Background: an optimization exercise with open tools, aiming at small area, a short achievable clock period and few clock cycles. Do not read the settings as production practice. At most, simulation tests tie the RTL to the original design; equivalence was not proved. Power and IR drop assume default switching activity.

## projectCPU2020
module projectCPU2020(
  clk,
  rst,
  wrEn,
  data_fromRAM,
  addr_toRAM,
  data_toRAM,
  PC,
  W
);
input clk, rst;
input wire [15:0] data_fromRAM;
output reg [15:0] data_toRAM;
output reg wrEn;
output reg [12:0] addr_toRAM;
output reg [12:0] PC;
output reg [15:0] W;
localparam S_F = 2'd0;    
localparam S_D = 2'd1;    
localparam S_I = 2'd2;    
reg [1:0] state, stateNext;
reg [2:0] inst, instNext;
reg       pend, pendNext;      
reg [12:0] PCNext;
reg [15:0] WNext;
wire [15:0] D = data_fromRAM;
wire        hi   = |D[15:6];
wire        left = hi | D[4];           
wire        rot  = hi | D[5];           
wire [3:0]  s    = D[3:0];
wire [3:0]  r    = left ? (4'd0 - s) : s;
wire [31:0] ww   = {W, W} >> r;
wire [15:0] rr   = ww[15:0];            
reg  [15:0] msk;
integer i;
always @(*)
  for (i = 0; i < 16; i = i + 1)
    msk[i] = rot | (left ? (i >= s) : (i < 16 - s));
wire [15:0] sh   = rr & msk;
wire        sub  = inst[1];             
wire [16:0] sum  = {1'b0, W ^ {16{sub}}} + {1'b0, D} + {16'd0, sub};
wire        gt   = ~sum[16];            
always @(posedge clk) begin
  state <= stateNext;
  inst  <= instNext;
  pend  <= pendNext;
  PC    <= PCNext;
  W     <= WNext;
end
always @(*) begin
  stateNext  = state;
  instNext   = inst;
  pendNext   = pend;
  PCNext     = PC;
  WNext      = W;
  wrEn       = 1'b0;
  addr_toRAM = PC;
  data_toRAM = W;
  if (rst) begin
    stateNext = S_F;
    instNext  = 3'd0;
    pendNext  = 1'b0;
    PCNext    = 13'd0;
    WNext     = 16'd0;
  end else begin
    case (state)
      S_F: begin
        if (pend) begin
          case (inst)
            3'd0: WNext = sum[15:0];
            3'd1: WNext = ~(W | D);
            3'd2: WNext = sh;
            3'd3: WNext = {15'd0, gt};
            3'd5: WNext = D;
            default: WNext = W;
          endcase
          if (inst == 3'd7)
            PCNext = D[12:0];
          else if (inst == 3'd4 && D == 16'd0)
            PCNext = PC + 13'd2;
  ...
For scale: roughly 730 cells after synthesis, roughly 35 flip-flops, roughly 5300 um^2 of cells after synthesis.
Settings: LEC_CHECK=0, CAP_MARGIN=20, CORE_MARGIN=2, CORE_UTILIZATION=40, PLACE_DENSITY=0.6, SLEW_MARGIN=20; clock period 5.5 ns.
run.sh (not shown) runs the stock make flow with config.mk's settings and CLKGATE_MAP_FILE= SYNTH_SCRIPT=/design/flow/synth_recipe.tcl, a recipe that flattens the netlist after the stock synthesis.
The starting point ran to the end with no violations.
==> next run, changes <==
SETUP_SLACK_MARGIN = 2.5   (was unset)
Effect:
- global-route usage increases by 3.2 points
- sequential power rose by about 3%
- final cell count climbs by 8.7%
- hold slack improves by 0.014 ns
- fmax went up by 16%
Function was not checked in any run of this note: the RTL went through the layout flow alone.

build 91:
projectCPU2020, a different RTL version from the one above (not shown whole).
For scale: ~770 cells after synthesis, roughly 41 flip-flops, ~77 I/O pins, roughly 4600 sq um of cells after synthesis.
Settings: LEC_CHECK=0, ABC_AREA=1, CAP_MARGIN=20, CORE_MARGIN=2, CORE_UTILIZATION=40, PLACE_DENSITY=0.6, SETUP_SLACK_MARGIN=2.3, SLEW_MARGIN=20; clock period 5.5 ns.
standard.sh (not shown) runs the stock make flow with config.mk's settings and CLKGATE_MAP_FILE= SYNTH_SCRIPT=/design/flow/synth_recipe.tcl, a recipe that flattens the netlist after the stock synthesis.
==> flow/flow/run.sh <==
#!/bin/bash
# Standard ORFS layout; port buffers use buf_1 instead of the default pick.
set -euo pipefail
bash standard.sh "BUFFER_PORTS_ARGS=-buffer_cell sky130_fd_sc_hd__buf_1" finish > orfs_make.log 2>&1
Build 91 did not stop at any stage, and its layout met the timing, DRC and antenna checks.
Testbench counts of build 91, summed over its fixed seeds: cycles 64,920.
Input changes introduced in build 29 (baseline for comparison: build 91):
- ABC_AREA: 1 -> unset
Any difference in area share of buffers outside the clock network between build 29 and build 91 is small enough to ignore.
Delta (build 29 minus build 91): routed length on met2 increased 600 microns; filler cell count increased 10; number of rows in the core area increased 1; count of unique library cells instantiated by Yosys increased 22; utilization increased 1.5 points.
On maximum clock frequency, build 29 does worse than build 91.
Comparing build 29 and build 91, floorplan die width is higher on build 29.
Number of multi-input logic gates, build 29 vs build 91: down by a little under 10%
Delta (build 29 minus build 91): total detailed-routing wirelength rose about 12%, clock period minus worst slack increased 0.70 ns.
Modified inputs, build 7 compared to build 29
- ABC_AREA: unset -> 1
- SETUP_SLACK_MARGIN: 2.3 -> 2.6
- TNS_END_PERCENT: unset -> 0
Notes after the runs:
Looking at final cell count, build 7 sits above build 29.
In build 7 the register cell area after layout turned out 2.5 sq um lower than in build 29.
Measured against build 7, the standard cell core area of build 29 comes out at 1.07 times the reference value.
[compare] base=build 29 new=build 7: critical path depth has increased, internal power summed over all cells has decreased, overall power after layout has decreased, buffering stage count on the worst path with inverters included has increased, count of cell types in the netlist has decreased.
In the metrics for build 7 and build 29, the one carrying the lower overall die area is build 7.
Build 29 ended up with wrEn as its critical path capture point; build 7 ended up with addr_toRAM[1].
Build 29 → build 7: post-synthesis register bit count was more or less identical, total I/O pin count stayed essentially flat.

projectCPU2020, a different RTL version from the one above (not shown whole).
For scale: about 690 cells after synthesis, ~35 flip-flops, about 77 I/O pins, ~4200 sq um of cells after synthesis.
clock: 5.5 ns
lec_check: 0
abc_area: 1
cap_margin: 20
core_margin: 2
core_utilization: 40
place_density: 0.6
setup_slack_margin: 2.6
slew_margin: 20
tns_end_percent: 0
==> flow/flow/run.sh <==
#!/bin/bash
# Standard ORFS layout; port buffers use buf_1 instead of the default pick,
# and non-critical gates are downsized after global routing.
set -euo pipefail
bash standard.sh "BUFFER_PORTS_ARGS=-buffer_cell sky130_fd_sc_hd__buf_1" "RECOVER_POWER=50" finish > orfs_make.log 2>&1
Testbench counts at the start, summed over its fixed seeds: cycles 64,920.
Next try:
==> flow/flow/run.sh (replaced) <==
#!/bin/bash
# Standard ORFS layout; port buffers use buf_1 instead of the default pick.
set -euo pipefail
bash standard.sh "BUFFER_PORTS_ARGS=-buffer_cell sky130_fd_sc_hd__buf_1" finish > orfs_make.log 2>&1
Power stays flat.
Routed wire length went down by 0.42%.
Fmax goes up by 4.6%.
Register-to-register slack improved by 60 ps.
Clock power barely changes.
Critical path depth rises by 1.
First-iteration DRC count rises by 1.9%.
Via count went up by 1.2%.
Combinational power is about the same.
Count of clock-buffer cells in the layout is unchanged.
Next try:
Settings changed: SETUP_SLACK_MARGIN 2.6 to 2.9.
What happened: The changed run completed with no timing, DRC or antenna violations; hold slack is unchanged; routed wire length stays the same; die area does not change; register-to-register slack hardly moves; sequential power barely changes; non-clock buffer count stays the same; global-route usage is unchanged; synthesized area stays the same.
Next try:
Settings changed: SETUP_SLACK_MARGIN 2.9 to 2.2.
- setup slack degrades by 75 ps
- via count goes up by about 1%
- synthesized cell count stays the same
- die area does not change
- total power fell by about 7%
- maximum frequency went down by about 2.3%
- core utilization hardly moves
- routed wire length came out lower by 2.5%
Next try:
Settings changed: CAP_MARGIN 20 to 0, SETUP_SLACK_MARGIN 2.2 to 2.6, SLEW_MARGIN 20 to 0.
- sequential power is about the same
- setup slack gains 75 ps
- total power rises by a little under a tenth

Setup of run 1:
The RTL this note starts from:
==> flow/design.v <==
`timescale 1ns / 1ps
module projectCPU2020(
  clk,
  rst,
  wrEn,
  data_fromRAM,
  addr_toRAM,
  data_toRAM,
  PC,
  W
);
input clk, rst;
input wire [15:0] data_fromRAM;
output wire [15:0] data_toRAM;
output wire wrEn;
output wire [12:0] addr_toRAM;
output reg [12:0] PC;
output reg [15:0] W;
wire [15:0] D = data_fromRAM;
reg        dec, ind;
reg        pend;                   
reg        isSt;                   
reg        xAdd, xNor, xShf, xGt, xLd, xSz, xJmp;   
wire       aZero = (D[12:0] == 13'd0);
wire       dZero = (D == 16'd0);
wire       opSt  = (D[15:13] == 3'd6);
wire [12:0] pc1 = PC + 13'd1;
wire [12:0] pc2 = PC + 13'd2;
wire [12:0] nxt = (xSz & dZero) ? pc2 : (pend ? pc1 : PC);
wire        useD = dec | ind | xJmp;
assign addr_toRAM = useD ? {D[12:2], D[1] | (dec & aZero), D[0]} : nxt;
assign wrEn       = (dec & opSt & ~aZero) | (ind & isSt);
assign data_toRAM = W;
wire        hi   = |D[15:6];
wire        left = hi | D[4];           
wire        rot  = hi | D[5];           
wire [3:0]  s    = D[3:0];
wire [3:0]  r    = left ? (4'd0 - s) : s;
wire [31:0] ww   = {W, W} >> r;
wire [15:0] rr   = ww[15:0];            
reg  [15:0] msk;
integer i;
always @(*)
  for (i = 0; i < 16; i = i + 1)
    msk[i] = rot | (left ? (i >= s) : (i < 16 - s));
wire [15:0] sh   = rr & msk;
wire [16:0] sum  = {1'b0, W ^ {16{xGt}}} + {1'b0, D} + {16'd0, xGt};
wire        gt   = ~sum[16];            
reg [15:0] res;
always @(*) begin
  res = W;
  case (1'b1)
    xAdd: res = sum[15:0];
    xNor: res = ~(W | D);
    xShf: res = sh;
    xGt:  res = {15'd0, gt};
    xLd:  res = D;
    default: res = W;
  endcase
end
wire goInd = dec & aZero;
wire st    = (dec & opSt & ~aZero) | (ind & isSt);
always @(posedge clk) begin
  if (rst) begin
    dec  <= 1'b0;
    ind  <= 1'b0;
    pend <= 1'b0;
    isSt <= 1'b0;
    {xAdd, xNor, xShf, xGt, xLd, xSz, xJmp} <= 7'd0;
    PC   <= 13'd0;
    W    <= 16'd0;
  end else begin
    dec  <= ~dec & ~ind;
    ind  <= goInd;
    if (dec) begin
      isSt <= opSt;
      {xAdd, xNor, xShf, xGt, xLd, xSz, xJmp} <=
        opSt ? 7'd0 :
        {D[15:13] == 3'd0, D[15:13] == 3'd1, D[15:13] == 3'd2, D[15:13] == 3'd3,
         D[15:13] == 3'd5, D[15:13] == 3'd4, D[15:13] == 3'd7};
      pend <= ~aZero & ~opSt;
    end else if (ind) begin
      {xAdd, xNor, xShf, xGt, xLd, xSz, xJmp} <=
        {xAdd, xNor, xShf, xGt, xLd, xSz, xJmp};
      pend <= ~isSt;
    end else begin
      {xAdd, xNor, xShf, xGt, xLd, xSz, xJmp} <= 7'd0;
      pend <= 1'b0;
    end
    if (st)
      PC <= pc1;
    else if (~dec & ~ind)
      PC <= addr_toRAM;
    if (pend)
      W <= res;
  end
end
endmodule
export LEC_CHECK = 0
export CAP_MARGIN = 20
export CORE_MARGIN = 2
export CORE_UTILIZATION = 40
export PLACE_DENSITY = 0.6
export SLEW_MARGIN = 20
create_clock -name core_clock -period 5.5 [get_ports {clk}]
run.sh (not shown) runs the stock make flow with config.mk's settings and CLKGATE_MAP_FILE= SYNTH_SCRIPT=/design/flow/synth_recipe.tcl, a recipe that flattens the netlist after the stock synthesis.
Stock flow here: none of the scripts above is used.
Testbench counts of run 1, summed over its fixed seeds: cycles 64,127.
#### Input delta (run 2 over run 1)
==> flow/flow/run.sh (new file) <==
#!/bin/bash
# Standard ORFS layout; port buffers use buf_1 instead of the default pick.
set -euo pipefail
bash standard.sh "BUFFER_PORTS_ARGS=-buffer_cell sky130_fd_sc_hd__buf_1" finish > orfs_make.log 2>&1
==> flow/standard.sh (new file) <==
#!/bin/bash
# synth_recipe.tcl (not shown) runs the flow's synth.tcl, then flattens the netlist and writes it again
# the make line also repeats each setting of config.mk as NAME=value (left out here)
make -C /OpenROAD-flow-scripts/flow DESIGN_CONFIG=/design/flow/config.mk WORK_HOME=/design/flow/orfs CLKGATE_MAP_FILE= SYNTH_SCRIPT=/design/flow/synth_recipe.tcl "${@:-finish}"
removed: flow/run.sh
--- outcome ---
Run 2 vs. run 1: transition at the pin with the smallest max-transition slack now sits higher; met1 global-route usage now sits lower; routing usage on met2 now sits lower; clock power now sits lower. Across run 2 and run 1, none had a timing, DRC or antenna violation. Total power went down by a few percent going from run 1 to run 2. Diff run 1 -> run 2 | global-route wire length before repair | decrease of 6.9%. Compared to run 1, run 2 shows a wider setup margin.
The following lists how run 3 was set up differently from run 2:
--- a/flow/config.mk
+++ b/flow/config.mk
@@ -6,7 +6,9 @@
 export NUM_CORES = 4
 export LEC_CHECK = 0
+export ABC_AREA = 1
 export CAP_MARGIN = 20
 export CORE_MARGIN = 2
 export CORE_UTILIZATION = 40
 export PLACE_DENSITY = 0.6
+export SETUP_SLACK_MARGIN = 2.0
 export SLEW_MARGIN = 20
## What came out
Run 3 closes out successfully: all stages finished, all timing, DRC and antenna checks passed. Of run 3 and run 2, run 2 shows the lower wire length, with run 3 above it. Comparing run 2 with run 3, the placed cell area came out essentially unchanged. Diff run 2 -> run 3 | fmax | increase of about 30%. Power in the clock group: run 3 and run 2 compared, lower one is run 3. Run 2 -> run 3: cell count after synthesis increased by more than a quarter. Layout buffering overhead excluding clock cells ends up lower on run 2. Relative to run 2, the post-route cell area of run 3 is higher by about 9%. Internal power was higher in the run labelled run 2. Compared to run 2, run 3 shows a wider setup margin.

projectCPU2020, a different RTL version from the one above (not shown whole).
For scale: about 35 flip-flops, roughly 0.0042 mm^2 of cells after synthesis.
export LEC_CHECK = 0
export ABC_AREA = 1
export CAP_MARGIN = 20
export CORE_MARGIN = 2
export CORE_UTILIZATION = 40
export PLACE_DENSITY = 0.6
export SETUP_SLACK_MARGIN = 2.6
export SLEW_MARGIN = 20
export TNS_END_PERCENT = 0
create_clock -name core_clock -period 5.5 [get_ports {clk}]
standard.sh (not shown) runs the stock make flow with config.mk's settings and CLKGATE_MAP_FILE= SYNTH_SCRIPT=/design/flow/synth_recipe.tcl, a recipe that flattens the netlist after the stock synthesis.
==> flow/flow/run.sh <==
#!/bin/bash
# Standard ORFS layout; port buffers use buf_1 instead of the default pick,
# and timing is repaired after global routing only (not after CTS).
set -euo pipefail
bash standard.sh "BUFFER_PORTS_ARGS=-buffer_cell sky130_fd_sc_hd__buf_1" \
  "SKIP_CTS_REPAIR_TIMING=1" finish > orfs_make.log 2>&1
The baseline finished clean.
Next try:
==> flow/flow/run.sh (replaced) <==
#!/bin/bash
# Standard ORFS layout; port buffers use buf_1 instead of the default pick.
set -euo pipefail
bash standard.sh "BUFFER_PORTS_ARGS=-buffer_cell sky130_fd_sc_hd__buf_1" finish > orfs_make.log 2>&1
--- a/flow/config.mk
+++ b/flow/config.mk
@@ -12 +12 @@
-export PLACE_DENSITY = 0.6
+export PLACE_DENSITY = 0.75
=> First-iteration DRC count increases by 28%; clock-buffer cell count does not change; area after synthesis is unchanged; sequential power stays flat; cell area decreases by about 2.6%; global-route usage decreases by 2.2 points; worst setup slack loses 74 ps; total power decreases by about 4%; clock skew decreases by 16 ps; cell count decreases by about 1.1%; non-clock buffer count decreases by 9.
Next try:
==> flow/flow/run.sh (replaced) <==
#!/bin/bash
# Standard ORFS layout; port buffers use buf_1 instead of the default pick,
# and clock tree synthesis adds no dummy loads.
set -euo pipefail
bash standard.sh "BUFFER_PORTS_ARGS=-buffer_cell sky130_fd_sc_hd__buf_1" \
  "CTS_ARGS=-sink_clustering_enable -repair_clock_nets -dont_use_dummy_load" \
  finish > orfs_make.log 2>&1
--- a/flow/config.mk
+++ b/flow/config.mk
@@ -12 +12 @@
-export PLACE_DENSITY = 0.75
+export PLACE_DENSITY = 0.6
Result: The new run finished clean. Via count fell slightly. Routed wire length came out higher by a little under a tenth. Critical path depth stays the same. Count of clock-buffer cells in the layout does not change. Power shrinks by a few percent. Global-route usage grows by 3.2 points. Worst hold slack gets worse by 19 ps.
Next try:
==> flow/flow/run.sh (replaced) <==
#!/bin/bash
# Standard ORFS layout; port buffers use buf_1 instead of the default pick.
set -euo pipefail
bash standard.sh "BUFFER_PORTS_ARGS=-buffer_cell sky130_fd_sc_hd__buf_1" finish > orfs_make.log 2>&1
--- a/flow/config.mk
+++ b/flow/config.mk
@@ -11,0 +12 @@
+export GPL_ROUTABILITY_DRIVEN = 0
The new run passed the timing, DRC and antenna checks.
Global-route usage decreases by 0.26 points.
Die area is unchanged.
Non-clock buffer count increases by 16.
Sequential share of layout area decreases by 0.51 points.
Clock skew decreases by 5.4 ps.
No functional check of the RTL was part of any run of this note.

[static timing again, ports no longer ideal]
No port has a modelled driver above. Below, the same layouts with a new extraction and two added sets of constraints. Step 1 (the two cells are an assumption about what drives the block):
set clk [get_ports {clk}]
set_driving_cell -lib_cell sky130_fd_sc_hd__clkbuf_16 $clk
set_driving_cell -lib_cell sky130_fd_sc_hd__buf_2 [delete_from_list [all_inputs] $clk]
Step 2 moves the port delays by t, midway between the first and last clock arrival at a register: inputs arrive t later, outputs are due t later. That takes back most of the time a late clock gives input paths. Three values: ideal, step 1, step 2; two values: the first two.
run	t (ns)	setup slack, ns	clock arrival spread, ns	pins driven straight from the clock port
the first run of note 1	0.330	0.142 / 0.121 / 0.121	0.007 / 0.006	1
the second run of note 1	0.314	0.901 / 0.852 / 0.852	0.007 / 0.007	1
build 91	0.330	2.181 / 2.138 / 2.058	0.005 / 0.006	1
build 29	0.327	1.479 / 1.438 / 1.154	0.006 / 0.006	1
build 7	0.328	2.226 / 2.176 / 2.044	0.008 / 0.007	1
the first run of note 3	0.353	2.143 / 2.109 / 2.079	0.020 / 0.019	1
the second run of note 3	0.352	2.291 / 2.267 / 2.050	0.018 / 0.019	1
the third run of note 3	0.352	2.291 / 2.267 / 2.050	0.018 / 0.019	1
the fourth run of note 3	0.326	2.217 / 2.175 / 2.021	0.013 / 0.013	1
the fifth run of note 3	0.352	2.291 / 2.267 / 2.050	0.018 / 0.019	1
run 1	0.337	0.266 / 0.244 / 0.244	0.006 / 0.006	1
run 2	0.334	0.854 / 0.834 / 0.834	0.007 / 0.008	1
run 3	0.337	1.950 / 1.918 / 1.673	0.006 / 0.007	1
the first run of note 5	0.358	2.278 / 2.242 / 2.098	0.026 / 0.026	1
the second run of note 5	0.334	2.204 / 2.174 / 2.005	0.010 / 0.011	1
the third run of note 5	0.341	2.299 / 2.255 / 2.045	0.022 / 0.022	1
the fourth run of note 5	0.341	2.322 / 2.271 / 2.022	0.016 / 0.016	1
After both steps every run listed still meets setup and hold. The setup slack of build 29, which loses most, moves by -0.041 ns with the drivers and by -0.325 ns with both steps.
